From an optimization exercise on the open Yosys and OpenROAD flow, aimed at small area, a short achievable clock period and few clock cycles per item; shortcuts taken in it are not production practice.
Function was checked by simulation only, so behaviour that the tests miss may differ from the original.
No activity file was given, so power comes from the tool's default toggle rates.

==> design.v <==
module LBP ( clk, reset, gray_addr, gray_req, gray_data, lbp_addr, lbp_write, lbp_data, finish);
input   	clk; 
input   	reset; 
output  [5:0] 	gray_addr; 
output         	gray_req; 
input   [7:0] 	gray_data; 
output  [5:0] 	lbp_addr; 
output  	lbp_write; 
output  [7:0] 	lbp_data; 
output  	finish; 
reg [7:0] lbp_data;
reg [7:0] x, y, k, m; 
reg [5:0] x_addr, y_addr;
reg [5:0] gray_addr, lbp_addr, gray_addr_tmp; 
reg gray_req;
reg lbp_valid; 
reg finish;
reg [1:0] state;
parameter IDLE = 2'b00, LOAD = 2'b01, WRITE = 2'b11, COMP = 2'b10; 
reg [7:0] LBP_bin_1, LBP_bin_2, LBP_bin_3, LBP_bin_4, LBP_bin_5, LBP_bin_6, LBP_bin_7, LBP_bin_8, LBP_bin_9;
reg [7:0] LBP_value;
wire	lbp_write = lbp_valid;  
always@(posedge clk or posedge reset) begin
if ( reset ) begin
	state <= IDLE; gray_req <= 0; finish <= 0; x <= 2; y <= 2; k <= 1; lbp_valid <= 0; 
end
else begin
	case (state)
	IDLE : begin 
		state <=  LOAD;  
		gray_req <= 0; 
		x <= 2; y <= 2; k <= 1;
		lbp_valid <= 0;
		finish <= 0;
		end
	LOAD : begin  
		lbp_valid <= 0;
		gray_req <= 1;
		k <= k + 1;
		if (k == 9) begin state <= COMP;   gray_req <= 1;end 
		else state <= LOAD;
		end
	COMP : begin  
		state <= WRITE;
		gray_req <= 0;
		end
	WRITE : begin  
		lbp_valid <= 1;
		if ((x==7)&(y==7)) begin state <= IDLE; finish <= 1; gray_req <= 0; end  
		else if (x == 7) begin y <= y + 1; x <= 2; k<= 1; state<= LOAD; gray_req <= 0;end  
		else begin x <= x + 1; k<= 1; state<= LOAD; gray_req <= 0;end 
		end
	endcase
end
end
always@(posedge clk)
	m <= k;
always@(*) begin
		case (k) 
		1 : begin y_addr = y - 1; x_addr = x - 1; end
		2 : begin y_addr = y - 1; x_addr = x    ; end  
		3 : begin y_addr = y - 1; x_addr = x + 1; end
		4 : begin y_addr = y    ; x_addr = x - 1; end
		5 : begin y_addr = y    ; x_addr = x    ; end
		6 : begin y_addr = y    ; x_addr = x + 1; end
		7 : begin y_addr = y + 1; x_addr = x - 1; end
		8 : begin y_addr = y + 1; x_addr = x    ; end
		9 : begin y_addr = y + 1; x_addr = x + 1; end
		default : begin y_addr = y + 1; x_addr = x + 1; end  
		endcase
		gray_addr_tmp = ((y_addr-1)<<3 ) + (x_addr-1);
end
always@(posedge clk) begin
		gray_addr = gray_addr_tmp;
end
always@(posedge clk) begin
 case (m) 
 	1: LBP_bin_1 <= gray_data; 
	2: LBP_bin_2 <= gray_data;
	3: LBP_bin_3 <= gray_data;
	4: LBP_bin_4 <= gray_data;
	5: LBP_bin_5 <= gray_data;
	6: LBP_bin_6 <= gray_data;
	7: LBP_bin_7 <= gray_data;
	8: LBP_bin_8 <= gray_data;
	9: LBP_bin_9 <= gray_data;
 endcase
end
always@(*) begin  
 	LBP_value[0] = (LBP_bin_1 >= LBP_bin_5) ? 1 : 0;
	LBP_value[1] = (LBP_bin_2 >= LBP_bin_5) ? 1 : 0;
	LBP_value[2] = (LBP_bin_3 >= LBP_bin_5) ? 1 : 0;
	LBP_value[3] = (LBP_bin_4 >= LBP_bin_5) ? 1 : 0;
	LBP_value[4] = (LBP_bin_6 >= LBP_bin_5) ? 1 : 0;
	LBP_value[5] = (LBP_bin_7 >= LBP_bin_5) ? 1 : 0;
	LBP_value[6] = (LBP_bin_8 >= LBP_bin_5) ? 1 : 0;
	LBP_value[7] = (LBP_bin_9 >= LBP_bin_5) ? 1 : 0;
end
always@(posedge clk)   
	lbp_addr <= ((y-1)<<3) + (x-1);
always@(posedge clk)  
	lbp_data <= LBP_value;
endmodule
==> run.sh <==
#!/bin/bash
# synth_recipe.tcl (not shown) runs the flow's synth.tcl, then flattens the netlist and writes it again
# the make line also repeats each setting of config.mk as NAME=value (left out here)
make -C /OpenROAD-flow-scripts/flow DESIGN_CONFIG=/design/flow/config.mk WORK_HOME=/design/flow/orfs CLKGATE_MAP_FILE= SYNTH_SCRIPT=/design/flow/synth_recipe.tcl finish
==> config.mk <==
export PLATFORM = sky130hd
export DESIGN_NAME = LBP
export DESIGN_NICKNAME = LBP
export VERILOG_FILES = /design/flow/design.v
export SDC_FILE = /design/flow/constraint.sdc
export NUM_CORES = 4
export LEC_CHECK = 0
export CAP_MARGIN = 20
export CORE_MARGIN = 2
export CORE_UTILIZATION = 40
export SLEW_MARGIN = 20
==> constraint.sdc <==
create_clock -name core_clock -period 5.0 [get_ports {clk}]
set_input_delay 1.0000 -clock core_clock [delete_from_list [all_inputs] [get_ports {clk}]]
set_output_delay 1.0000 -clock core_clock [all_outputs]
set_load 0.01 [all_outputs]
==> flow_metrics.tcl <==
set metrics [dict create \
    async_reset_ff_share_pct 22.5 \
    fmax_ghz 0.272 \
    cts_resized 0 \
    drt_wl_total_um 12600 \
    syn_area_um2 6510 \
    critPathMaxFanout 7 \
    place_congestion 0.848 \
    switching_power_uw 465 \
    dp_cells 801 \
    clk_path_buf_depth 2 \
    netlist_top_cells_count "ha_1 (86), edfxtp_1 (72), nor2_1 (48)" \
    cpPeakStageDelay_ns 0.58 \
    path_clk_slew_ns 0.06 \
    p_int_uw 1970 \
    critPathArrivalTime_ns 4.02 \
    cp_slowest_cell "dfstp_2" \
    post_cts_buffers 0 \
    grt_start_max_net_pins 18 \
    insertion_delay_ns 0.42 \
    hp-class "reg -> reg" \
    die_h_um 132 \
    dpl.hpwl_um 9100 \
    syn_inst 559 \
    synth-edff-count 72 \
    tns_ns 0 \
    viasPerCell 5.04 \
    htree_levels 4 \
    cts_inserted_buffers 17 \
    min_period_ns 3.67 \
    portBuffers 32 \
    power_density_nw_per_um2 315 \
    fp.dieW_um 132 \
    rr_worst_depth 15 \
    grt_pass1_wl_um 21300 \
    drcViolationCount 0 \
    cp-end-kind "flop" \
    crit_chain "ha_1, nor2_1, a2111o_1, or3_1, o21ai_1, nand2_1, a221oi_2, ha_1, inv_1, ha_1, a21o_1, a21oi_1, xnor2_1, xnor2_1, xnor2_1" \
    required_ns 5.35 \
    multi_input_area_um2 2870 \
    fillers 1444 \
    grtUsageTotal_pct 15.7 \
    cts_root_buffer "clkbuf_16" \
    drt_first_pass_iters 4 \
    rrSetupSlack_ns 1.33 \
    synthTopCellsByArea "edfxtp_1 (33%), ha_1 (17%), dfrtp_1 (10%)" \
    hold_buffers 0 \
    cp_num_cells 15 \
    path_buf_inv 1 \
    io_pins 33 \
    seq_area_frac_synth_pct 53.0 \
    drv_cap 0 \
    yosys_warnings 1 \
    wl_per_cell_um 15.1 \
    critPathKind "reg -> reg" \
    start_util_pct 41.0 \
    fin_skew_ns 0.00916 \
    ant_nets 0 \
    leakage_uw 0.00314 \
    final_nets 703 \
    core_um2 15900 \
    power_frac_comb_pct 1.2 \
    slew_violations 0 \
    critPathTopFamily "compound AO/OA/AOI/OAI gates" \
    startpoint_type "flop" \
    cts_tree "done" \
    sw_frac_of_total_pct 19.1 \
    drive_gt1_share_pct 8.09 \
    ys_seq_elements 129 \
    synth_area_per_cell_um2 11.7 \
    rows 46 \
    yosysUniqueCellTypes 54 \
    clkPwrFrac_pct 52.4 \
    holdPathStages 0 \
    fin_crit_sh_pct 73.4 \
    num_vias 4207 \
    yosysTopAreaCellShare_pct 33.2 \
    power.share.sequential_pct 46.3 \
    cts.sinks 129 \
    hold_violations 0 \
    finalSetupViolCount 0 \
    yosysMostFrequentCell "ha_1" \
    diodes 0 \
    placedInstanceArea_um2 7120 \
    rsz0062_at_grt "no" \
    final_cells 834 \
    synthFlopType "edfxtp_1" \
    drtIter0Drc 383 \
    area_delta_synth_final_pct 18.6 \
    syn_nets 657 \
    grt_overflow_total 0 \
    worst_pin_slew_ns 0.793 \
    relSlewSlack_pct 47.0 \
    grt_antenna_before_repair 0 \
    die_area_um2 17300 \
    regArea_um2 3450 \
    whs_ns 0.453 \
    yosysTopAreaCell "edfxtp_1" \
    design_area_um2 7730 \
    irDropWorstVdd_mv 0.220 \
    outcome "finished clean" \
    grt_pass1_vias 4283 \
]
-- through the flow --
step,total power (uW),worst slack (ns),util (%)
global placement,1180,1.42,44.6
finish,2430,1.33,48.6
floorplan,1160,1.60,-
detailed placement,1180,1.37,44.8
global route,2510,1.09,48.6
CTS,2460,1.33,48.6
-- kinds of logic after synthesis --
group	count (synthesis)	synth area share [%]
buf+inv	49	2.90
compound gates	109	11.2
fa+ha+maj	88	17.1
mux	4	0.672
flops	129	53.0
xor+xnor	22	2.96
simple gates	158	12.1
-- power groups by stage --
stage / clock network (uW) / registers, uW / logic [uW]
finish: 1280 / 1130 / 30.3
global route: 1350 / 1130 / 34.6
CTS: 1300 / 1130 / 31.4
detailed placement: 0 / 1150 / 31.4
global placement: 0 / 1150 / 27.4
floorplan: 0 / 1150 / 8.05
-- placed cells by master (no fill, tap or decap), types with 5 or more instances in the layout --
cell | synthesis | routed
nor2_1 | 48 | 48
nand3_1 | 12 | 12
dfxtp_1 | 28 | 28
nor3_1 | 20 | 20
o41a_1 | 8 | 8
a21oi_1 | 31 | 31
inv_1 | 37 | 37
clkbuf_16 | 0 | 17
edfxtp_1 | 72 | 72
o31ai_1 | 6 | 6
o21ai_0 | 35 | 35
nor2b_1 | 10 | 10
xnor2_1 | 15 | 15
dfrtp_1 | 26 | 26
xor2_1 | 7 | 7
buf_4 | 0 | 5
nand2_1 | 28 | 28
clkdlybuf4s50_1 | 0 | 32
nand2b_1 | 13 | 13
a21o_1 | 5 | 5
ha_1 | 86 | 86
-- worst paths after layout --
path / startpoint / end
hold / removal: k[6]$_DFFE_PP0P_ / m[6]$_DFF_P_
setup reg to reg: k[0]$_DFFE_PP1P_ / gray_addr[5]$_DFF_P_
min in group asynchronous: reset / lbp_valid$_DFFE_PP0P_
max in group asynchronous: reset / k[0]$_DFFE_PP1P_
hold reg to reg: k[6]$_DFFE_PP0P_ / m[6]$_DFF_P_
setup / recovery: k[0]$_DFFE_PP1P_ / gray_addr[5]$_DFF_P_
-- area by class of cell --
type | count | share of cell area, %
clock inverters | 11 | 2.11
flip-flops and latches | 129 | 44.7
multi-input cells | 381 | 37.2
inverters | 37 | 1.80
clock buffers | 21 | 5.70
repair buffers | 39 | 5.05
well taps | 216 | 3.50
-- routing by layer --
metal	up-vias	wire [um]	global-route usage [%]
met5	-	0	0
met4	0	157	5.31
met3	14	371	4.24
met2	63	6530	27.9
met1	2005	5530	18.2
li1	2125	-	-
Testbench counts, summed over its fixed seeds: cycles 50,840, frames 128.

-- separate check: timing with driven ports --
In the flow no input, the clock included, has a driving cell. The finished layout below was timed again as built, in two steps.
Step 1 (the two cells are an assumption about what drives the block):
set clk [get_ports {clk}]
set_driving_cell -lib_cell sky130_fd_sc_hd__clkbuf_16 $clk
set_driving_cell -lib_cell sky130_fd_sc_hd__buf_2 [delete_from_list [all_inputs] $clk]
Step 2 adds t to the input delays and takes it off the output delays; t is the mean of the earliest and latest rising clock arrival at the registers after step 1. Input paths then give back, and output paths get back, about the clock's delay inside the block.
Three values: ideal, step 1, step 2; two values: the first two.
t, ns: 0.453
slack for setup (ns): 1.329 / 1.329 / 1.329
hold WS [ns]: 0.453 / 0.453 / 0.453
worst setup path at the end: register to register
slew at the worst register clock pin (ns): 0.06 / 0.06
After both steps setup and hold are still met in this run. The setup slack of this run moves by 0.000 ns with the drivers and by 0.000 ns with both steps.
